This design comes from an exercise in tuning for small area on the open sky130 flow, not from production work. Where RTL was checked, it was by simulation tests only, not by an equivalence proof against the original. The RTL of run 1 was laid out without a check of its function.

==> flow/design.v, too long to show whole: its modules and the start of the top module <==
// module div_by_3: 39 lines
// module maxer: 1794 lines
// module fa: 4 lines
// module ha: 4 lines
module maxer(
    input clk,
    input rst,
    input maxing,
    input [784-1:0] ips_gen_out,
    output reg start_ips_gen,
    output reg next_ips_gen,
    output reg maxer_valid,
    output [24-1:0] threshold
    );
  // ...
==> flow/flow/run.sh <==
#!/bin/bash
# Standard ORFS layout (the standard.sh, unchanged synthesis), with
# - the port buffers made of the smallest buffer cell instead of the default pick,
# - a clock tree of mid-size clock buffers and no dummy loads.
set -euo pipefail
export BUFFER_PORTS_ARGS="-buffer_cell sky130_fd_sc_hd__buf_1"
export CTS_ARGS="-sink_clustering_enable -sink_clustering_size 10 -sink_clustering_max_diameter 60 -repair_clock_nets -root_buf sky130_fd_sc_hd__clkbuf_8 -buf_list sky130_fd_sc_hd__clkbuf_8 -dont_use_dummy_load"
bash standard.sh finish > flow_make.log 2>&1
==> flow/standard.sh <==
#!/bin/bash
# synth_recipe.tcl (not shown) runs the flow's synth.tcl, then flattens the netlist and writes it again
# the make line also repeats each setting of config.mk as NAME=value (left out here)
make -C /OpenROAD-flow-scripts/flow DESIGN_CONFIG=/design/flow/config.mk WORK_HOME=/design/flow/orfs CLKGATE_MAP_FILE= SYNTH_SCRIPT=/design/flow/synth_recipe.tcl "${@:-finish}"
==> flow/config.mk <==
export PLATFORM = sky130hd
export DESIGN_NAME = maxer
export DESIGN_NICKNAME = maxer
export VERILOG_FILES = /design/flow/design.v
export SDC_FILE = /design/flow/constraint.sdc
export NUM_CORES = 4
export LEC_CHECK = 0
export CAP_MARGIN = 20
export CORE_MARGIN = 2
export CORE_UTILIZATION = 22
export SLEW_MARGIN = 20
export SYNTH_HIERARCHICAL = 1
==> flow/constraint.sdc <==
create_clock -name core_clock -period 7.0 [get_ports {clk}]
set_input_delay 1.4000 -clock core_clock [delete_from_list [all_inputs] [get_ports {clk}]]
set_output_delay 1.4000 -clock core_clock [all_outputs]
set_load 0.01 [all_outputs]
==> key figures, run 1 <==
Outcome
  – Status: timing/DRC/antenna clean

Global route
  – Vias in the first global route: 14.1k
  – Largest net degree at the start of global routing: 20
  – GR Overflow Total: 0

Synth
  – Yosys reg bits: 56
  – Syn avg cell area: 17.7 µm²
  – YS warnings: 7
  – Synth area leader: fa_1

Layout
  – Largest reg by FF count: r1
  – Commonest non-fill, non-tap cell in the layout: buf_1
  – Multi-input logic area: 0.0174 mm²
  – Final #Nets: 3507
  – Fraction of standard cell area in multi-input logic: 0.750
  – Final clock-cell share: 0.00296
  – # clk buffers: 5
  – Core Util, Final: 0.274

STA
  – RSZ-0062 raised after global routing: false
  – Setup tns final: 0 ns
  – Relative slew slack: 0.498

Worst setup path
  – FF-to-FF setup slack: 3.96 ns
  – Critical Path RT: 7.18 ns
  – CP max-delay cell: fa_2
  – CP max stage delay: 0.63 ns

Clock network
  – CTS Sinks: 56
  – Clk latency of the worst-skew pair: 0.32 ns

Floorplanning
  – # Taps: 1144

Detailed routing
  – DR vias/cell: 3.85
  – Vias: 11.6k
  – Post-Route WL: approximately 60000 µm

Place
  – GPL Wtd Cong: 0.914
==> module div_by_3, before the edit <==
module div_by_3(
    input  [7:0] p,
    output [24-1:0] op
    );
  wire s1746, c1747;
  fa u_s1746 (.a(p[0]), .b(p[2]), .c(p[4]), .s(s1746), .co(c1747));
  wire s1748, c1749;
  fa u_s1748 (.a(p[6]), .b(p[7]), .c(s1746), .s(s1748), .co(c1749));
  wire s1750, c1751;
  fa u_s1750 (.a(p[1]), .b(p[3]), .c(p[5]), .s(s1750), .co(c1751));
  wire s1752, c1753;
  fa u_s1752 (.a(p[7]), .b(c1747), .c(s1750), .s(s1752), .co(c1753));
  wire s1754, c1755;
  ha u_s1754 (.a(c1749), .b(s1752), .s(s1754), .co(c1755));
  wire s1756, c1757;
  fa u_s1756 (.a(p[2]), .b(p[4]), .c(p[6]), .s(s1756), .co(c1757));
  wire s1758, c1759;
  fa u_s1758 (.a(c1751), .b(s1756), .c(c1753), .s(s1758), .co(c1759));
  wire s1760, c1761;
  ha u_s1760 (.a(c1755), .b(s1758), .s(s1760), .co(c1761));
  wire s1762, c1763;
  fa u_s1762 (.a(p[3]), .b(p[5]), .c(p[7]), .s(s1762), .co(c1763));
  wire s1764, c1765;
  fa u_s1764 (.a(c1757), .b(s1762), .c(c1759), .s(s1764), .co(c1765));
  wire s1766, c1767;
  ha u_s1766 (.a(c1761), .b(s1764), .s(s1766), .co(c1767));
  wire s1768, c1769;
  fa u_s1768 (.a(p[4]), .b(p[6]), .c(c1763), .s(s1768), .co(c1769));
  wire s1770, c1771;
  fa u_s1770 (.a(s1768), .b(c1765), .c(c1767), .s(s1770), .co(c1771));
  wire s1772, c1773;
  fa u_s1772 (.a(p[5]), .b(p[7]), .c(c1769), .s(s1772), .co(c1773));
  wire s1774, c1775;
  ha u_s1774 (.a(s1772), .b(c1771), .s(s1774), .co(c1775));
  wire s1776, c1777;
  fa u_s1776 (.a(p[6]), .b(c1773), .c(c1775), .s(s1776), .co(c1777));
  wire x1778 = p[7] | c1777;
  assign op = {{(24-8){1'b0}}, x1778, s1776, s1774, s1770, s1766, s1760, s1754, s1748};
endmodule
==> inputs of run 2 (changes only) <==
--- a/flow/design.v
+++ b/flow/design.v
@@ -1,47 +1,47 @@
 `timescale 1ns/1ps
 module div_by_3(
     input  [7:0] p,
     output [24-1:0] op
     );
-  wire s1746, c1747;
-  fa u_s1746 (.a(p[0]), .b(p[2]), .c(p[4]), .s(s1746), .co(c1747));
   wire s1748, c1749;
-  fa u_s1748 (.a(p[6]), .b(p[7]), .c(s1746), .s(s1748), .co(c1749));
+  fa u_s1748 (.a(p[0]), .b(p[2]), .c(p[4]), .s(s1748), .co(c1749));
   wire s1750, c1751;
-  fa u_s1750 (.a(p[1]), .b(p[3]), .c(p[5]), .s(s1750), .co(c1751));
+  fa u_s1750 (.a(p[6]), .b(p[7]), .c(s1748), .s(s1750), .co(c1751));
   wire s1752, c1753;
-  fa u_s1752 (.a(p[7]), .b(c1747), .c(s1750), .s(s1752), .co(c1753));
+  fa u_s1752 (.a(p[1]), .b(p[3]), .c(p[5]), .s(s1752), .co(c1753));
   wire s1754, c1755;
-  ha u_s1754 (.a(c1749), .b(s1752), .s(s1754), .co(c1755));
+  fa u_s1754 (.a(p[7]), .b(c1749), .c(s1752), .s(s1754), .co(c1755));
   wire s1756, c1757;
-  fa u_s1756 (.a(p[2]), .b(p[4]), .c(p[6]), .s(s1756), .co(c1757));
+  ha u_s1756 (.a(c1751), .b(s1754), .s(s1756), .co(c1757));
   wire s1758, c1759;
-  fa u_s1758 (.a(c1751), .b(s1756), .c(c1753), .s(s1758), .co(c1759));
+  fa u_s1758 (.a(p[2]), .b(p[4]), .c(p[6]), .s(s1758), .co(c1759));
   wire s1760, c1761;
-  ha u_s1760 (.a(c1755), .b(s1758), .s(s1760), .co(c1761));
+  fa u_s1760 (.a(c1753), .b(s1758), .c(c1755), .s(s1760), .co(c1761));
   wire s1762, c1763;
-  fa u_s1762 (.a(p[3]), .b(p[5]), .c(p[7]), .s(s1762), .co(c1763));
+  ha u_s1762 (.a(c1757), .b(s1760), .s(s1762), .co(c1763));
   wire s1764, c1765;
-  fa u_s1764 (.a(c1757), .b(s1762), .c(c1759), .s(s1764), .co(c1765));
+  fa u_s1764 (.a(p[3]), .b(p[5]), .c(p[7]), .s(s1764), .co(c1765));
   wire s1766, c1767;
-  ha u_s1766 (.a(c1761), .b(s1764), .s(s1766), .co(c1767));
+  fa u_s1766 (.a(c1759), .b(s1764), .c(c1761), .s(s1766), .co(c1767));
   wire s1768, c1769;
-  fa u_s1768 (.a(p[4]), .b(p[6]), .c(c1763), .s(s1768), .co(c1769));
+  ha u_s1768 (.a(c1763), .b(s1766), .s(s1768), .co(c1769));
   wire s1770, c1771;
-  fa u_s1770 (.a(s1768), .b(c1765), .c(c1767), .s(s1770), .co(c1771));
+  fa u_s1770 (.a(p[4]), .b(p[6]), .c(c1765), .s(s1770), .co(c1771));
   wire s1772, c1773;
-  fa u_s1772 (.a(p[5]), .b(p[7]), .c(c1769), .s(s1772), .co(c1773));
+  fa u_s1772 (.a(s1770), .b(c1767), .c(c1769), .s(s1772), .co(c1773));
   wire s1774, c1775;
-  ha u_s1774 (.a(s1772), .b(c1771), .s(s1774), .co(c1775));
+  fa u_s1774 (.a(p[5]), .b(p[7]), .c(c1771), .s(s1774), .co(c1775));
   wire s1776, c1777;
-  fa u_s1776 (.a(p[6]), .b(c1773), .c(c1775), .s(s1776), .co(c1777));
-  wire x1778 = p[7] | c1777;
-  assign op = {{(24-8){1'b0}}, x1778, s1776, s1774, s1770, s1766, s1760, s1754, s1748};
+  ha u_s1776 (.a(s1774), .b(c1773), .s(s1776), .co(c1777));
+  wire s1778, c1779;
+  fa u_s1778 (.a(p[6]), .b(c1775), .c(c1777), .s(s1778), .co(c1779));
+  wire x1780 = p[7] | c1779;
+  assign op = {{(24-8){1'b0}}, x1780, s1778, s1776, s1772, s1768, s1762, s1756, s1750};
 endmodule
 module maxer(
     input clk,
     input rst,
     input maxing,
     input [784-1:0] ips_gen_out,
     output reg start_ips_gen,
     output reg next_ips_gen,
@@ -1674,135 +1674,137 @@
   fa u_s1623 (.a(s1607), .b(s1609), .c(s1611), .s(s1623), .co(c1624));
   wire s1625, c1626;
   fa u_s1625 (.a(c1582), .b(c1584), .c(s1613), .s(s1625), .co(c1626));
   wire s1627, c1628;
   fa u_s1627 (.a(s1615), .b(s1617), .c(s1619), .s(s1627), .co(c1628));
   wire s1629, c1630;
   fa u_s1629 (.a(s1621), .b(s1623), .c(c1586), .s(s1629), .co(c1630));
   wire s1631, c1632;
-  fa u_s1631 (.a(s1625), .b(s1627), .c(c1588), .s(s1631), .co(c1632));
+  fa u_s1631 (.a(x61), .b(x122), .c(x183), .s(s1631), .co(c1632));
   wire s1633, c1634;
-  fa u_s1633 (.a(x61), .b(x122), .c(x183), .s(s1633), .co(c1634));
+  fa u_s1633 (.a(x244), .b(x305), .c(x366), .s(s1633), .co(c1634));
   wire s1635, c1636;
-  fa u_s1635 (.a(x244), .b(x305), .c(x366), .s(s1635), .co(c1636));
+  fa u_s1635 (.a(x427), .b(x488), .c(x549), .s(s1635), .co(c1636));
   wire s1637, c1638;
-  fa u_s1637 (.a(x427), .b(x488), .c(x549), .s(s1637), .co(c1638));
+  fa u_s1637 (.a(x610), .b(x671), .c(x732), .s(s1637), .co(c1638));
   wire s1639, c1640;
-  fa u_s1639 (.a(x610), .b(x671), .c(x732), .s(s1639), .co(c1640));
+  fa u_s1639 (.a(x793), .b(x854), .c(x915), .s(s1639), .co(c1640));
   wire s1641, c1642;
-  fa u_s1641 (.a(x793), .b(x854), .c(x915), .s(s1641), .co(c1642));
+  fa u_s1641 (.a(x976), .b(x1037), .c(x1098), .s(s1641), .co(c1642));
   wire s1643, c1644;
-  fa u_s1643 (.a(x976), .b(x1037), .c(x1098), .s(s1643), .co(c1644));
+  fa u_s1643 (.a(x1159), .b(x1220), .c(x1281), .s(s1643), .co(c1644));
   wire s1645, c1646;
-  fa u_s1645 (.a(x1159), .b(x1220), .c(x1281), .s(s1645), .co(c1646));
+  fa u_s1645 (.a(x1342), .b(x1403), .c(x1464), .s(s1645), .co(c1646));
   wire s1647, c1648;
-  fa u_s1647 (.a(x1342), .b(x1403), .c(x1464), .s(s1647), .co(c1648));
+  fa u_s1647 (.a(c1590), .b(c1592), .c(c1594), .s(s1647), .co(c1648));
   wire s1649, c1650;
-  fa u_s1649 (.a(c1590), .b(c1592), .c(c1594), .s(s1649), .co(c1650));
+  fa u_s1649 (.a(c1596), .b(c1598), .c(c1600), .s(s1649), .co(c1650));
   wire s1651, c1652;
-  fa u_s1651 (.a(c1596), .b(c1598), .c(c1600), .s(s1651), .co(c1652));
+  fa u_s1651 (.a(c1602), .b(c1604), .c(c1606), .s(s1651), .co(c1652));
   wire s1653, c1654;
-  fa u_s1653 (.a(c1602), .b(c1604), .c(c1606), .s(s1653), .co(c1654));
+  fa u_s1653 (.a(c1608), .b(c1610), .c(c1612), .s(s1653), .co(c1654));
   wire s1655, c1656;
-  fa u_s1655 (.a(c1608), .b(c1610), .c(c1612), .s(s1655), .co(c1656));
+  fa u_s1655 (.a(s1631), .b(s1633), .c(s1635), .s(s1655), .co(c1656));
   wire s1657, c1658;
-  fa u_s1657 (.a(s1633), .b(s1635), .c(s1637), .s(s1657), .co(c1658));
+  fa u_s1657 (.a(s1637), .b(s1639), .c(s1641), .s(s1657), .co(c1658));
   wire s1659, c1660;
-  fa u_s1659 (.a(s1639), .b(s1641), .c(s1643), .s(s1659), .co(c1660));
+  fa u_s1659 (.a(s1643), .b(s1645), .c(c1614), .s(s1659), .co(c1660));
   wire s1661, c1662;
-  fa u_s1661 (.a(s1645), .b(s1647), .c(c1614), .s(s1661), .co(c1662));
+  fa u_s1661 (.a(c1616), .b(c1618), .c(c1620), .s(s1661), .co(c1662));
   wire s1663, c1664;
-  fa u_s1663 (.a(c1616), .b(c1618), .c(c1620), .s(s1663), .co(c1664));
+  fa u_s1663 (.a(c1622), .b(c1624), .c(s1647), .s(s1663), .co(c1664));
   wire s1665, c1666;
-  fa u_s1665 (.a(c1622), .b(c1624), .c(s1649), .s(s1665), .co(c1666));
+  fa u_s1665 (.a(s1649), .b(s1651), .c(s1653), .s(s1665), .co(c1666));
   wire s1667, c1668;
-  fa u_s1667 (.a(s1651), .b(s1653), .c(s1655), .s(s1667), .co(c1668));
+  fa u_s1667 (.a(s1655), .b(s1657), .c(c1626), .s(s1667), .co(c1668));
   wire s1669, c1670;
-  fa u_s1669 (.a(s1657), .b(s1659), .c(c1626), .s(s1669), .co(c1670));
+  fa u_s1669 (.a(c1628), .b(s1659), .c(s1661), .s(s1669), .co(c1670));
   wire s1671, c1672;
-  fa u_s1671 (.a(c1628), .b(s1661), .c(s1663), .s(s1671), .co(c1672));
+  fa u_s1671 (.a(c1632), .b(c1634), .c(c1636), .s(s1671), .co(c1672));
   wire s1673, c1674;
-  fa u_s1673 (.a(s1665), .b(s1667), .c(c1630), .s(s1673), .co(c1674));
+  fa u_s1673 (.a(c1638), .b(c1640), .c(c1642), .s(s1673), .co(c1674));
   wire s1675, c1676;
-  fa u_s1675 (.a(c1634), .b(c1636), .c(c1638), .s(s1675), .co(c1676));
+  fa u_s1675 (.a(c1644), .b(c1646), .c(c1648), .s(s1675), .co(c1676));
   wire s1677, c1678;
-  fa u_s1677 (.a(c1640), .b(c1642), .c(c1644), .s(s1677), .co(c1678));
+  fa u_s1677 (.a(c1650), .b(c1652), .c(c1654), .s(s1677), .co(c1678));
   wire s1679, c1680;
-  fa u_s1679 (.a(c1646), .b(c1648), .c(c1650), .s(s1679), .co(c1680));
+  fa u_s1679 (.a(c1656), .b(c1658), .c(s1671), .s(s1679), .co(c1680));
   wire s1681, c1682;
-  fa u_s1681 (.a(c1652), .b(c1654), .c(c1656), .s(s1681), .co(c1682));
+  fa u_s1681 (.a(s1673), .b(c1660), .c(c1662), .s(s1681), .co(c1682));
   wire s1683, c1684;
-  fa u_s1683 (.a(c1658), .b(c1660), .c(s1675), .s(s1683), .co(c1684));
+  fa u_s1683 (.a(c1664), .b(c1666), .c(s1675), .s(s1683), .co(c1684));
   wire s1685, c1686;
-  fa u_s1685 (.a(s1677), .b(c1662), .c(c1664), .s(s1685), .co(c1686));
-  wire s1687, c1688;
-  fa u_s1687 (.a(c1666), .b(c1668), .c(s1679), .s(s1687), .co(c1688));
-  wire s1689, c1690;
-  fa u_s1689 (.a(c1676), .b(c1678), .c(c1680), .s(s1689), .co(c1690));
-  reg [22:0] r1;
-  wire r1_1691 = r1[0];
-  wire r1_1692 = r1[1];
-  wire r1_1693 = r1[2];
-  wire r1_1694 = r1[3];
-  wire r1_1695 = r1[4];
-  wire r1_1696 = r1[5];
-  wire r1_1697 = r1[6];
-  wire r1_1698 = r1[7];
-  wire r1_1699 = r1[8];
-  wire r1_1700 = r1[9];
-  wire r1_1701 = r1[10];
-  wire r1_1702 = r1[11];
-  wire r1_1703 = r1[12];
-  wire r1_1704 = r1[13];
-  wire r1_1705 = r1[14];
-  wire r1_1706 = r1[15];
-  wire r1_1707 = r1[16];
-  wire r1_1708 = r1[17];
-  wire r1_1709 = r1[18];
-  wire r1_1710 = r1[19];
-  wire r1_1711 = r1[20];
-  wire r1_1712 = r1[21];
-  wire r1_1713 = r1[22];
-  always @(posedge clk) r1 <= {c1690, s1689, c1688, c1686, c1684, c1682, c1674, s1687, s1685, c1672, c1670, s1683, s1681, s1673, c1632, s1671, s1669, s1631, s1629, s1587, s1543, s1501, s1499};
-  wire c1714 = r1_1691 & r1_1692;
-  wire c1715 = r1_1693 & c1714;
+  fa u_s1685 (.a(c1672), .b(c1674), .c(c1676), .s(s1685), .co(c1686));
+  reg [24:0] r1;
+  wire r1_1687 = r1[0];
+  wire r1_1688 = r1[1];
+  wire r1_1689 = r1[2];
+  wire r1_1690 = r1[3];
+  wire r1_1691 = r1[4];
+  wire r1_1692 = r1[5];
+  wire r1_1693 = r1[6];
+  wire r1_1694 = r1[7];
+  wire r1_1695 = r1[8];
+  wire r1_1696 = r1[9];
+  wire r1_1697 = r1[10];
+  wire r1_1698 = r1[11];
+  wire r1_1699 = r1[12];
+  wire r1_1700 = r1[13];
+  wire r1_1701 = r1[14];
+  wire r1_1702 = r1[15];
+  wire r1_1703 = r1[16];
+  wire r1_1704 = r1[17];
+  wire r1_1705 = r1[18];
+  wire r1_1706 = r1[19];
+  wire r1_1707 = r1[20];
+  wire r1_1708 = r1[21];
+  wire r1_1709 = r1[22];
+  wire r1_1710 = r1[23];
+  wire r1_1711 = r1[24];
+  always @(posedge clk) r1 <= {c1686, s1685, c1684, c1682, c1680, c1678, s1683, s1681, c1670, c1668, s1679, s1677, s1669, s1667, c1630, s1665, s1663, s1629, c1588, s1627, s1625, s1587, s1543, s1501, s1499};
+  wire c1712 = r1_1687 & r1_1688;
+  wire c1713 = r1_1689 & c1712;
+  wire s1714, c1715;
+  ha u_s1714 (.a(r1_1690), .b(c1713), .s(s1714), .co(c1715));
   wire s1716, c1717;
-  ha u_s1716 (.a(r1_1694), .b(c1715), .s(s1716), .co(c1717));
+  fa u_s1716 (.a(r1_1691), .b(r1_1692), .c(r1_1693), .s(s1716), .co(c1717));
   wire s1718, c1719;
-  fa u_s1718 (.a(r1_1695), .b(r1_1696), .c(c1717), .s(s1718), .co(c1719));
+  fa u_s1718 (.a(r1_1694), .b(s1716), .c(c1715), .s(s1718), .co(c1719));
   wire s1720, c1721;
-  fa u_s1720 (.a(r1_1697), .b(r1_1698), .c(r1_1699), .s(s1720), .co(c1721));
+  fa u_s1720 (.a(r1_1695), .b(r1_1696), .c(r1_1697), .s(s1720), .co(c1721));
   wire s1722, c1723;
-  fa u_s1722 (.a(r1_1700), .b(s1720), .c(c1719), .s(s1722), .co(c1723));
+  fa u_s1722 (.a(r1_1698), .b(r1_1699), .c(c1717), .s(s1722), .co(c1723));
   wire s1724, c1725;
-  fa u_s1724 (.a(r1_1701), .b(r1_1702), .c(r1_1703), .s(s1724), .co(c1725));
+  fa u_s1724 (.a(s1720), .b(s1722), .c(c1719), .s(s1724), .co(c1725));
   wire s1726, c1727;
-  fa u_s1726 (.a(r1_1704), .b(r1_1705), .c(r1_1706), .s(s1726), .co(c1727));
+  fa u_s1726 (.a(r1_1700), .b(r1_1701), .c(r1_1702), .s(s1726), .co(c1727));
   wire s1728, c1729;
-  fa u_s1728 (.a(r1_1707), .b(c1721), .c(s1724), .s(s1728), .co(c1729));
+  fa u_s1728 (.a(r1_1703), .b(r1_1704), .c(r1_1705), .s(s1728), .co(c1729));
   wire s1730, c1731;
-  fa u_s1730 (.a(s1726), .b(s1728), .c(c1723), .s(s1730), .co(c1731));
+  fa u_s1730 (.a(c1721), .b(s1726), .c(s1728), .s(s1730), .co(c1731));
   wire s1732, c1733;
-  fa u_s1732 (.a(r1_1708), .b(r1_1709), .c(r1_1710), .s(s1732), .co(c1733));
+  fa u_s1732 (.a(c1723), .b(s1730), .c(c1725), .s(s1732), .co(c1733));
   wire s1734, c1735;
-  fa u_s1734 (.a(r1_1711), .b(r1_1712), .c(c1725), .s(s1734), .co(c1735));
+  fa u_s1734 (.a(r1_1706), .b(r1_1707), .c(r1_1708), .s(s1734), .co(c1735));
   wire s1736, c1737;
-  fa u_s1736 (.a(c1727), .b(s1732), .c(c1729), .s(s1736), .co(c1737));
+  fa u_s1736 (.a(r1_1709), .b(r1_1710), .c(c1727), .s(s1736), .co(c1737));
   wire s1738, c1739;
-  fa u_s1738 (.a(s1734), .b(s1736), .c(c1731), .s(s1738), .co(c1739));
+  fa u_s1738 (.a(c1729), .b(s1734), .c(c1731), .s(s1738), .co(c1739));
   wire s1740, c1741;
-  fa u_s1740 (.a(r1_1713), .b(c1733), .c(c1735), .s(s1740), .co(c1741));
+  fa u_s1740 (.a(s1736), .b(s1738), .c(c1733), .s(s1740), .co(c1741));
   wire s1742, c1743;
-  fa u_s1742 (.a(c1737), .b(s1740), .c(c1739), .s(s1742), .co(c1743));
+  fa u_s1742 (.a(r1_1711), .b(c1735), .c(c1737), .s(s1742), .co(c1743));
   wire s1744, c1745;
-  ha u_s1744 (.a(c1741), .b(c1743), .s(s1744), .co(c1745));
+  fa u_s1744 (.a(c1739), .b(s1742), .c(c1741), .s(s1744), .co(c1745));
+  wire s1746, c1747;
+  ha u_s1746 (.a(c1743), .b(c1745), .s(s1746), .co(c1747));
   reg [7:0] tq2, tq3;
   always @(posedge clk) begin
-    tq2 <= {c1745, s1744, s1742, s1738, s1730, s1722, s1718, s1716};
+    tq2 <= {c1747, s1746, s1744, s1740, s1732, s1724, s1718, s1714};
     tq3 <= tq2;
   end
   reg [7:0] c;
   reg       m;
   always @(posedge clk, posedge rst) begin
     if (rst) begin
       c <= 8'd0;
       m <= 1'b0;
==> flow/flow/run.sh (replaced) <==
#!/bin/bash
# Standard ORFS layout (the standard.sh, unchanged synthesis), with the
# port buffers made of the smallest buffer cell instead of the default pick.
set -euo pipefail
export BUFFER_PORTS_ARGS="-buffer_cell sky130_fd_sc_hd__buf_1"
bash standard.sh finish > flow_make.log 2>&1
==> key figures, run 2 <==
Layout
  – Commonest non-fill, non-tap cell in the layout: buf_1
  – Commonest cells after routing, fill and taps aside: 796 x buf_1, 761 x fa_1, 106 x ha_1
  – Layout cells sized above 1: 0.0129
  – Post-route insts no fill: 3010
  – Largest reg by FF count: r1
  – Core Util, Final: 0.276 (+0.00217)
  – Max reg flops: 25
  – Syn-to-layout area delta: 25.0%
  – Post-route cell area: 0.0234 mm²
  – Final #Nets: 3513 (+0.17%)

Detailed routing
  – Per-cell routed wire length: 20.6 µm
  – Post-Route WL: 61900 µm (+3.0%)
  – TritonRoute pass-1 iters: 4
  – DR vias/cell: 3.84 (-0.16%)
  – Post-DRT Antenna Nets: 0
  – Drt drc: 0
  – DRT iter0 DRCs: ~380
  – Vias: 11.6k (+0.10%)

Synth
  – Yosys reg bits: 58 (+3.6%)
  – Syn avg cell area: 17.8 µm² (about the same)
  – Primary FF master, synth: dfxtp_1
  – Largest cells by area after synthesis: fa_1 81%, ha_1 7.1%, dfxtp_1 4.4%
  – Sequential area share after synthesis: 0.0687
  – Synth area leader: fa_1
  – Post-synth EDFFs: 8
  – Post-synthesis cell type count: 35
  – Async SR Flop Fraction: 0.155
  – YS warnings: 7 (unchanged)
  – Post-Syn Area: 0.0187 mm²
  – Post-synth top area share: 0.814
  – Most frequent cell after synthesis: fa_1
  – Synth top cells by count: 762 x fa_1, 107 x ha_1, 41 x dfxtp_1
  – Post-Synthesis Cells: ~1.1k

Worst setup path
  – Setup crit end kind: flip-flop
  – FF-to-FF setup slack: 3.75 ns (-0.21 ns)
  – FF-to-FF Start: r1[4]
  – Reg2reg end: tq2[6]
  – Critical path type: input port to flip-flop
  – Arr. time, crit path: between 7 and 8 ns
  – CP Max Fanout: 1
  – Critical Path RT: 7.21 ns (+0.03 ns)
  – FF-to-FF path depth: 7
  – Startpoint Class: input port

STA
  – Relative slew slack: 0.529 (+0.0312)
  – Final hold violations: 0
  – Worst Tran Pin Value: 0.707 ns
  – Tcrit/Tclk final: 0.979
  – Final setup vio count: 0
  – RSZ-0062 raised after global routing: false
  – Fmax achieved: 0.146 GHz
  – Post-route setup slack: roughly 0.14 ns
  – Max-slew violation count: 0
  – Post-layout minimum cycle time: roughly 6.9 ns
  – Clock skew: about 0.0067 ns

Floorplanning
  – Core region area: 0.0847 mm²
  – Die Height: 296 µm
  – Die width: 296 µm
  – Initial core utilization: 0.221
  – I/O Pins: 814
  – Site Rows: 107
  – Die area: 0.0875 mm²

Global route
  – GR Overflow Total: 0 (unchanged)
  – First-pass GRT wire length: about 90000 µm
  – Largest net degree at the start of global routing: 18 (-10%)
  – Vias in the first global route: 14.3k (+1.7%)
  – Initial antenna violation count: 5
  – Gr usage total: 0.143

Clock network
  – Post-cts sizing count: 0
  – Number of CTS-inserted buffers: 9
  – CTS root buffer: clkbuf_16
  – Clk latency of the worst-skew pair: 0.34 ns (+0.02 ns)
  – Clock-pin slew on the worst setup and hold paths: about 0.05 ns
  – CTS tree: yes
  – Clock tree buffer depth: 2
  – Hold-fix buffers, CTS: 0
  – H-tree depth: 3
  – Post-CTS setup buffer count: 0
  – CTS Sinks: 58 (+3.6%)

Hold path
  – Worst Hold Launch: tq2[0]
  – Hold Crit Endpoint: tq3[0]
  – Hold Crit Class: flip-flop to flip-flop
  – WHS Path Cells: 0

Place
  – GPL Wtd Cong: 0.927 (+1.4%)
  – PortBufs: roughly 800
  – Placed cell count: 2990
  – Pre-CTS setup slack: -0.252 ns
  – Post-DP Area: between 0.02 and 0.025 mm²
  – Placed wire-length estimate: 61900 µm

Job
  – Max cap viols: 0

Outcome
  – Status: timing/DRC/antenna clean
[run 2: how the worst max path moves through the flow]
stage,from,to,slack (ns),cells after the start
after floorplan,ips_gen_out[67],r1[12],0.31,12
after global routing,ips_gen_out[300],r1[12],0.002,13
after global placement,ips_gen_out[608],r1[12],-0.24,13
after detailed placement,ips_gen_out[608],r1[12],-0.25,13
after CTS,ips_gen_out[608],r1[12],0.04,13
final,ips_gen_out[100],r1[12],0.14,13
[run 2: per-layer routing]
metal | share of wire | GRT usage | vias up | wire length (µm)
met5 | 0.00037 | 0 | - | 23
met4 | 0.013 | 0.0220 | 4 | 805
met3 | 0.057 | 0.0238 | 30 | 3560
met2 | 0.53 | 0.254 | 430 | 32700
met1 | 0.40 | 0.186 | 6215 | 24800
li1 | - | - | 4893 | -
[run 2: layout make-up]
class | count | area [µm²]
repair buffers | 801 | 3020
diodes | 4 | 10.0
multi-input cells | 978 | 17300
flip-flops and latches | 58 | 1290
well taps | 1144 | 1430
fillers | 8738 | 61300
clock buffers | 9 | 225
inverters | 9 | 33.8
clock inverters | 7 | 108
[run 2: cells by family (layout without fill, tap and decap cells)]
kind of cell | Yosys count | in the layout | synth area share
adders and majority gates | 869 | 869 | 0.886
and+or+nand+nor | 43 | 43 | 0.0134
AOI/OAI and AO/OA | 21 | 21 | 0.00675
other | 1 | 20 | 0.000200
DFF | 58 | 58 | 0.0687
xor gates and xnor gates | 29 | 29 | 0.0136
buffers and inverters | 34 | 826 | 0.0116
[run 2: modules after synthesis, one instance, submodules excluded]
module	cells	flip-flops and latches	times used
maxer	165	58	1
fa	1	0	762
div_by_3	26	0	1
ha	1	0	102
[run 2: critical path, stage by stage]
cell   delay [ns]
buf_1        0.20
fa_1         0.52
fa_1         0.59
fa_1         0.42
ha_1         0.20
fa_1         0.44
ha_1         0.34
fa_1         0.54
fa_1         0.49
fa_1         0.45
fa_1         0.49
fa_1         0.48
fa_1         0.49
[run 2: stage by stage]
step	hold WS, ns	setup TNS (ns)
after floorplan	0.310	0
after global placement	0.314	-1.16
after detailed placement	0.312	-1.24
after CTS	0.324	0
after global routing	0.329	0
final	0.324	0
==> inputs of run 3 (changes only) <==
==> flow/flow/run.sh (replaced) <==
#!/bin/bash
# Standard ORFS layout (the standard.sh, unchanged synthesis), with
# - the port buffers made of the smallest buffer cell instead of the default pick,
# - a clock tree of small clock buffers and no dummy loads.
set -euo pipefail
export BUFFER_PORTS_ARGS="-buffer_cell sky130_fd_sc_hd__buf_1"
export CTS_ARGS="-sink_clustering_enable -repair_clock_nets -root_buf sky130_fd_sc_hd__clkbuf_4 -buf_list sky130_fd_sc_hd__clkbuf_4 -dont_use_dummy_load"
bash standard.sh finish > flow_make.log 2>&1
==> key figures, run 3 <==
Synth
  – Primary FF master, synth: dfxtp_1
  – Syn avg cell area: 17.8 µm² (unchanged)
  – Synth area leader: fa_1
  – Yosys reg bits: 58 (unchanged)
  – Post-Synthesis Cells: 1055 (unchanged)
  – Post-synthesis cell type count: 35 (unchanged)
  – Sequential area share after synthesis: 0.0687 (unchanged)
  – Largest cells by area after synthesis: fa_1 81%, ha_1 7.1%, dfxtp_1 4.4%
  – Post-synth EDFFs: 8 (unchanged)
  – Post-Syn Area: 0.0187 mm² (unchanged)
  – Post-synth top area share: 0.814 (unchanged)
  – YS warnings: 7 (unchanged)
  – Async SR Flop Fraction: 0.155 (unchanged)
  – Most frequent cell after synthesis: fa_1
  – Synth top cells by count: 762 x fa_1, 107 x ha_1, 41 x dfxtp_1

Worst setup path
  – Arr. time, crit path: 7.07 ns (about the same)
  – FF-to-FF Start: r1[4]
  – Startpoint Class: input port
  – Setup crit end: r1[12]
  – FF-to-FF setup slack: 3.77 ns (+0.02 ns)
  – Critical path type: input port to flip-flop
  – Setup crit end kind: flip-flop
  – Beginning of the critical path: ips_gen_out[8]
  – Critical Path RT: 7.27 ns (+0.06 ns)
  – CP Max Fanout: 1 (unchanged)
  – Reg2reg end: tq2[6]
  – FF-to-FF path depth: 7 (unchanged)

Layout
  – Commonest non-fill, non-tap cell in the layout: buf_1
  – Largest reg by FF count: r1
  – Core Util, Final: 0.273 (-0.00317)
  – Syn-to-layout area delta: 23.5%
  – Commonest cells after routing, fill and taps aside: 797 x buf_1, 762 x fa_1, 107 x ha_1
  – Layout cells sized above 1: 0.00863 (-0.00426)
  – Max reg flops: 25 (unchanged)
  – Final #Nets: 3513 (unchanged)

Floorplanning
  – Initial core utilization: 0.221 (unchanged)
  – Die width: 296 µm (unchanged)
  – I/O Pins: 814 (unchanged)
  – Die Height: 296 µm (unchanged)
  – Die area: 0.0875 mm² (unchanged)
  – Site Rows: 107 (unchanged)
  – Core region area: 0.0847 mm² (unchanged)

STA
  – Tcrit/Tclk final: 0.971 (-0.00789)
  – Setup tns final: 0 ns (unchanged)
  – RSZ-0062 raised after global routing: false
  – Final setup vio count: 0 (unchanged)
  – Relative slew slack: 0.526 (-0.00295)
  – Max-slew violation count: 0 (unchanged)
  – Post-route setup slack: 0.200 ns (+0.0552 ns)
  – Worst Tran Pin Value: 0.711 ns (+0.00442 ns)
  – Clock skew: 0.0205 ns (+0.0137 ns)
  – Final hold violations: 0 (unchanged)
  – Fmax achieved: 0.147 GHz (+0.81%)
  – Post-layout minimum cycle time: 6.80 ns (-0.0552 ns)

Detailed routing
  – Drt drc: 0 (unchanged)
  – Per-cell routed wire length: 20.5 µm (about the same)
  – TritonRoute pass-1 iters: 4 (unchanged)
  – Vias: 11.6k (+0.19%)
  – DRT iter0 DRCs: 398 (+5.9%)
  – Post-Route WL: 61700 µm (-0.25%)
  – Post-DRT Antenna Nets: 0 (unchanged)
  – DR vias/cell: 3.86 (+0.39%)

Place
  – Placed wire-length estimate: 61900 µm (unchanged)
  – GPL Wtd Cong: 0.927 (unchanged)
  – Pre-CTS setup slack: -0.252 ns (unchanged)
  – PortBufs: 797 (unchanged)

Global route
  – GR Overflow Total: 0 (unchanged)
  – Largest net degree at the start of global routing: 18 (unchanged)
  – Vias in the first global route: 14.3k (-0.16%)
  – Initial antenna violation count: 6 (+1)
  – First-pass GRT wire length: 88100 µm (-0.24%)
  – Gr usage total: 0.143 (-0.000291)

Clock network
  – Number of CTS-inserted buffers: 9 (unchanged)
  – Post-cts sizing count: 0 (unchanged)
  – Clock-pin slew on the worst setup and hold paths: 0.07 ns (+0.02 ns)
  – Post-CTS setup buffer count: 0 (unchanged)
  – CTS tree: yes
  – CTS root buffer: clkbuf_4
  – Clk latency of the worst-skew pair: 0.41 ns (+0.07 ns)
  – H-tree depth: 3 (unchanged)
  – CTS Sinks: 58 (unchanged)
  – Clock tree buffer depth: 2 (unchanged)
  – Hold-fix buffers, CTS: 0 (unchanged)

Outcome
  – Status: timing/DRC/antenna clean

Hold path
  – Hold Crit Class: flip-flop to flip-flop

Job
  – Max cap viols: 0 (unchanged)
## run 3: cell types whose count changed in the layout (fill, tap and decap cells not counted), moves of 2 or more
cell	before	now
clkbuf_16	9	0
clkbuf_4	0	9
bufinv_16	3	0
clkinv_1	2	0
clkinv_2	2	0
## run 3: modules after synthesis (local to each module, per instance)
| module | flops+latches | cell area [µm²] | copies in the design | cells inside |
|---|---|---|---|---|
| fa | 0 | 20.0 | 762 | 1 |
| div_by_3 | 0 | 190 | 1 | 26 |
| maxer | 58 | 2010 | 1 | 165 |
| ha | 0 | 12.5 | 102 | 1 |
## run 3: worst max-delay path: stages
cell and delay, ns:
buf_1 0.26, fa_1 0.50, fa_1 0.55, fa_1 0.45
ha_1 0.21, fa_1 0.44, ha_1 0.40, fa_1 0.50
fa_1 0.49, fa_1 0.44, fa_1 0.47, fa_1 0.46
fa_1 0.49
## run 3: how the worst min path moves through the flow
stage | cells past startpoint | startpoint | to | slack (ns)
6_report | 0 | tq2[0] | tq3[0] | 0.33
5_1_grt | 0 | tq2[5] | tq3[5] | 0.34
4_1_cts | 0 | tq2[0] | tq3[0] | 0.33
3_5_place_dp | 0 | tq2[0] | tq3[0] | 0.31
3_3_place_gp | 0 | tq2[5] | tq3[5] | 0.31
2_1_floorplan | 0 | tq2[0] | tq3[0] | 0.31
## run 3: layout make-up
| class | instances | area [µm²] |
|---|---|---|
| fill | 8767 | 61600 |
| multi-input combinational | 978 | 17300 |
| timing repair buffer | 801 | 3020 |
| tap | 1144 | 1430 |
| sequential | 58 | 1290 |
| clock buffer | 9 | 67.6 |
| inverter | 9 | 33.8 |
| antenna | 5 | 12.5 |
## run 3: layer usage
metal / part of all wire / GRT usage / up-vias
li1: - / - / 4891
met1: 0.40 / 0.185 / 6232
met2: 0.53 / 0.253 / 430
met3: 0.056 / 0.0241 / 37
met4: 0.014 / 0.0219 / 4
met5: 0.00045 / 0 / -
## run 3: metrics by stage
step           instance area [µm²]  instances  hold slack, ns
2_1_floorplan                18800       1070           0.310
4_1_cts                      23100       2999           0.331
5_1_grt                      23100       3002           0.337
6_report                     23100       3004           0.330
3_3_place_gp                 23100       2990           0.314
3_5_place_dp                 23100       2990           0.312
## run 3: cell families (layout without fill, tap and decap cells)
| group | after synthesis | after routing | synth area share |
|---|---|---|---|
| flip-flops | 58 | 58 | 0.0687 |
| buffers and inverters | 34 | 819 | 0.0116 |
| adder cells (fa/ha/maj) | 869 | 869 | 0.886 |
| AND/OR/NAND/NOR | 43 | 43 | 0.0134 |
| AO/OA/AOI/OAI | 21 | 21 | 0.00675 |
| other | 1 | 21 | 0.000200 |
| XOR/XNOR | 29 | 29 | 0.0136 |
==> inputs of run 4 (changes only) <==
--- a/flow/config.mk
+++ b/flow/config.mk
@@ -6,7 +6,7 @@
 export NUM_CORES = 4
 export LEC_CHECK = 0
 export CAP_MARGIN = 20
-export CORE_MARGIN = 2
-export CORE_UTILIZATION = 22
+export CORE_AREA = 2 2 418 148
+export DIE_AREA = 0 0 420 150
 export SLEW_MARGIN = 20
 export SYNTH_HIERARCHICAL = 1
==> key figures, run 4 <==
Layout
  – Largest reg by FF count: r1
  – Post-route insts no fill: 2691 (-10%)
  – Max reg flops: 25 (unchanged)
  – Syn-to-layout area delta: 21.8%
  – Final #Nets: 3517 (+0.11%)
  – Commonest non-fill, non-tap cell in the layout: buf_1
  – Fillers: 5821 (-34%)
  – Core Util, Final: 0.381 (+0.108)
  – Commonest cells after routing, fill and taps aside: 797 x buf_1, 762 x fa_1, 107 x ha_1
  – Layout cells sized above 1: 0.0108 (+0.00213)

Outcome
  – Status: timing/DRC/antenna clean

Clock network
  – Clock-pin slew on the worst setup and hold paths: 0.10 ns (+0.03 ns)
  – CTS root buffer: clkbuf_4
  – Hold-fix buffers, CTS: 0 (unchanged)
  – H-tree depth: 3 (unchanged)
  – Clk latency of the worst-skew pair: 0.47 ns (+0.06 ns)
  – Post-cts sizing count: 0 (unchanged)
  – CTS Sinks: 58 (unchanged)
  – Clock tree buffer depth: 2 (unchanged)
  – CTS tree: yes
  – Post-CTS setup buffer count: 0 (unchanged)
  – Number of CTS-inserted buffers: 9 (unchanged)

Worst setup path
  – FF-to-FF setup slack: 3.66 ns (-0.11 ns)
  – Critical Path RT: 7.34 ns (+0.07 ns)
  – Most frequent CP cell: fa_1
  – CP max stage delay: 0.71 ns (+0.16 ns)
  – FF-to-FF path depth: 7 (unchanged)
  – Setup crit end kind: flip-flop
  – Critical path type: input port to flip-flop
  – Reg2reg end: tq2[6]
  – FF-to-FF Start: r1[4]
  – CP max-delay cell: fa_1
  – Startpoint Class: input port
  – Arr. time, crit path: 7.16 ns (+0.09 ns)
  – CP Max Fanout: 1 (unchanged)
  – CP cell instances: buf_1 > fa_1 > fa_1 > buf_4 > fa_1 > ha_1 > fa_1 > fa_1 > ha_1 > fa_1 > fa_1 > fa_1 > fa_1 > fa_1

Detailed routing
  – Vias: 11.6k (+0.29%)
  – Per-cell routed wire length: 22.7 µm (+10%)
  – Post-DRT Antenna Nets: 0 (unchanged)
  – DRT iter0 DRCs: 496 (+25%)
  – Drt drc: 0 (unchanged)
  – DR vias/cell: 4.32 (+12%)
  – Post-Route WL: 61000 µm (-1.2%)
  – TritonRoute pass-1 iters: 5 (+1)

Global route
  – Vias in the first global route: 14.1k (-1.2%)
  – Initial antenna violation count: 14 (+8)
  – Gr usage total: 0.200 (+0.0576)
  – GR Overflow Total: 0 (unchanged)
  – Largest net degree at the start of global routing: 18 (unchanged)
  – First-pass GRT wire length: 89000 µm (+0.96%)

Synth
  – Primary FF master, synth: dfxtp_1
  – Async SR Flop Fraction: 0.155 (unchanged)
  – Post-Synthesis Cells: 1055 (unchanged)
  – Sequential area share after synthesis: 0.0687 (unchanged)
  – Most frequent cell after synthesis: fa_1
  – Post-synth EDFFs: 8 (unchanged)
  – Synth area leader: fa_1
  – Syn avg cell area: 17.8 µm² (unchanged)
  – Yosys reg bits: 58 (unchanged)
  – Synth top cells by count: 762 x fa_1, 107 x ha_1, 41 x dfxtp_1
  – Post-synth top area share: 0.814 (unchanged)
  – Post-Syn Area: 0.0187 mm² (unchanged)
  – Post-synthesis cell type count: 35 (unchanged)
  – YS warnings: 7 (unchanged)
  – Largest cells by area after synthesis: fa_1 81%, ha_1 7.1%, dfxtp_1 4.4%

Floorplanning
  – Initial core utilization: 0.313 (+0.0918)
  – Site Rows: 53 (-50%)
  – Core region area: 0.0599 mm² (-29%)
  – Die Height: 150 µm (-49%)
  – I/O Pins: 814 (unchanged)
  – Die width: 420 µm (+42%)
  – Die area: 0.0630 mm² (-28%)

STA
  – Post-layout minimum cycle time: 6.82 ns (+0.0214 ns)
  – Relative slew slack: 0.567 (+0.0417)
  – Worst Tran Pin Value: 0.649 ns (-0.0626 ns)
  – Final hold violations: 0 (unchanged)
  – Post-route setup slack: 0.179 ns (-0.0214 ns)
  – WHS: 0.356 ns (+0.0256 ns)
  – Fmax achieved: 0.147 GHz (-0.31%)
  – Final setup vio count: 0 (unchanged)
  – RSZ-0062 raised after global routing: false
  – Clock skew: 0.0367 ns (+0.0162 ns)
  – Tcrit/Tclk final: 0.974 (+0.00305)
  – Max-slew violation count: 0 (unchanged)

Hold path
  – Hold Crit Class: flip-flop to flip-flop
  – Worst Hold Launch: tq2[7]
  – Hold Crit Endpoint: tq3[7]
  – WHS Path Cells: 0 (unchanged)

Place
  – GPL Wtd Cong: 1.00 (+7.9%)
  – Placed cell count: 2675 (-11%)
  – Placed wire-length estimate: 60700 µm (-1.9%)
  – PortBufs: 797 (unchanged)
  – Pre-CTS setup slack: -0.286 ns (-0.0341 ns)

Job
  – Max cap viols: 0 (unchanged)
run 4: layout make-up:
type	count	area (µm²)	share of cell area
antenna	7	17.5	0.000768
clock buffer	9	67.6	0.00296
inverter	9	33.8	0.00148
multi-input combinational	978	17300	0.758
sequential	58	1290	0.0564
tap	825	1030	0.0452
timing repair buffer	805	3090	0.135
run 4: worst max-delay path by stage:
stage / start / depth (start not counted) / slack, ns / endpoint
after floorplan: ips_gen_out[67] / 12 / 0.31 / r1[12]
after global placement: ips_gen_out[739] / 14 / -0.26 / r1[12]
after detailed placement: ips_gen_out[739] / 14 / -0.29 / r1[12]
after CTS: ips_gen_out[739] / 14 / 0.20 / r1[12]
after global routing: ips_gen_out[739] / 14 / 0.07 / r1[12]
final: ips_gen_out[739] / 14 / 0.18 / r1[12]
run 4: cell families (layout without fill, tap and decap cells):
family                     after synthesis  in the layout  share of synthesized area
other                                    1             23                   0.000200
AOI/OAI and AO/OA                       21             21                    0.00675
and+or+nand+nor                         43             43                     0.0134
adders and majority gates              869            869                      0.886
xor gates and xnor gates                29             29                     0.0136
DFF                                     58             58                     0.0687
buffers and inverters                   34            823                     0.0116
run 4: per-module statistics from Yosys (local to each module, per instance):
| module | cell area (µm²) | cells inside |
|---|---|---|
| maxer | 2010 | 165 |
| div_by_3 | 190 | 26 |
| fa | 20.0 | 1 |
| ha | 12.5 | 1 |
run 4: critical path, delay by kind of cell:
family	cells	cell delay [ns]
buffers and inverters	2	0.27
adders and majority gates	12	5.48
run 4: stage by stage:
step                TNS (ns)  instance area, µm²
global placement       -1.26               22700
CTS                        0               22800
global route               0               22800
detailed placement     -1.39               22700
floorplan                  0               18800
finish                     0               22800
run 4: metal layers:
metal / up-vias / global-route usage / wire length [µm]
li1: 4902 / - / -
met1: 6357 / 0.288 / 27300
met2: 302 / 0.310 / 29000
met3: 51 / 0.0581 / 4020
met4: 16 / 0.0227 / 495
met5: - / 0.00693 / 147

==> afterwards: timing with drivers on the ports <==
The flow's constraints put no driver on any port. The routed layouts listed below were extracted and timed again, unchanged, in two steps.
Step 1 sets driving cells, clkbuf_16 on the clock port and buf_2 on the other inputs (assumed; they add their load-dependent delay and slew).
Step 2 moves the port delays by t, midway between the first and last clock arrival at a register: inputs arrive t later, outputs are due t later. That takes back most of the time a late clock gives input paths.
Three values: no drivers, after step 1, after step 2; two values: the first two.
run | shift t [ns] | slack for setup (ns) | hold slack, ns | worst data-port slew with drivers (ns)
run 1 | 0.352 | 0.123 / 0.101 / -0.251 | 0.337 / 0.337 / 0.337 | 0.14
run 2 | 0.383 | 0.145 / 0.171 / -0.212 | 0.324 / 0.324 / 0.324 | 0.14
run 3 | 0.444 | 0.200 / 0.218 / -0.226 | 0.330 / 0.330 / 0.330 | 0.15
run 4 | 0.499 | 0.179 / 0.200 / -0.299 | 0.356 / 0.356 / 0.356 | 0.20
With both steps, setup timing fails in every run listed, where it was met with ideal ports. For run 4, which loses most, drivers alone change the setup slack by +0.021 ns; drivers and shift together by -0.478 ns.
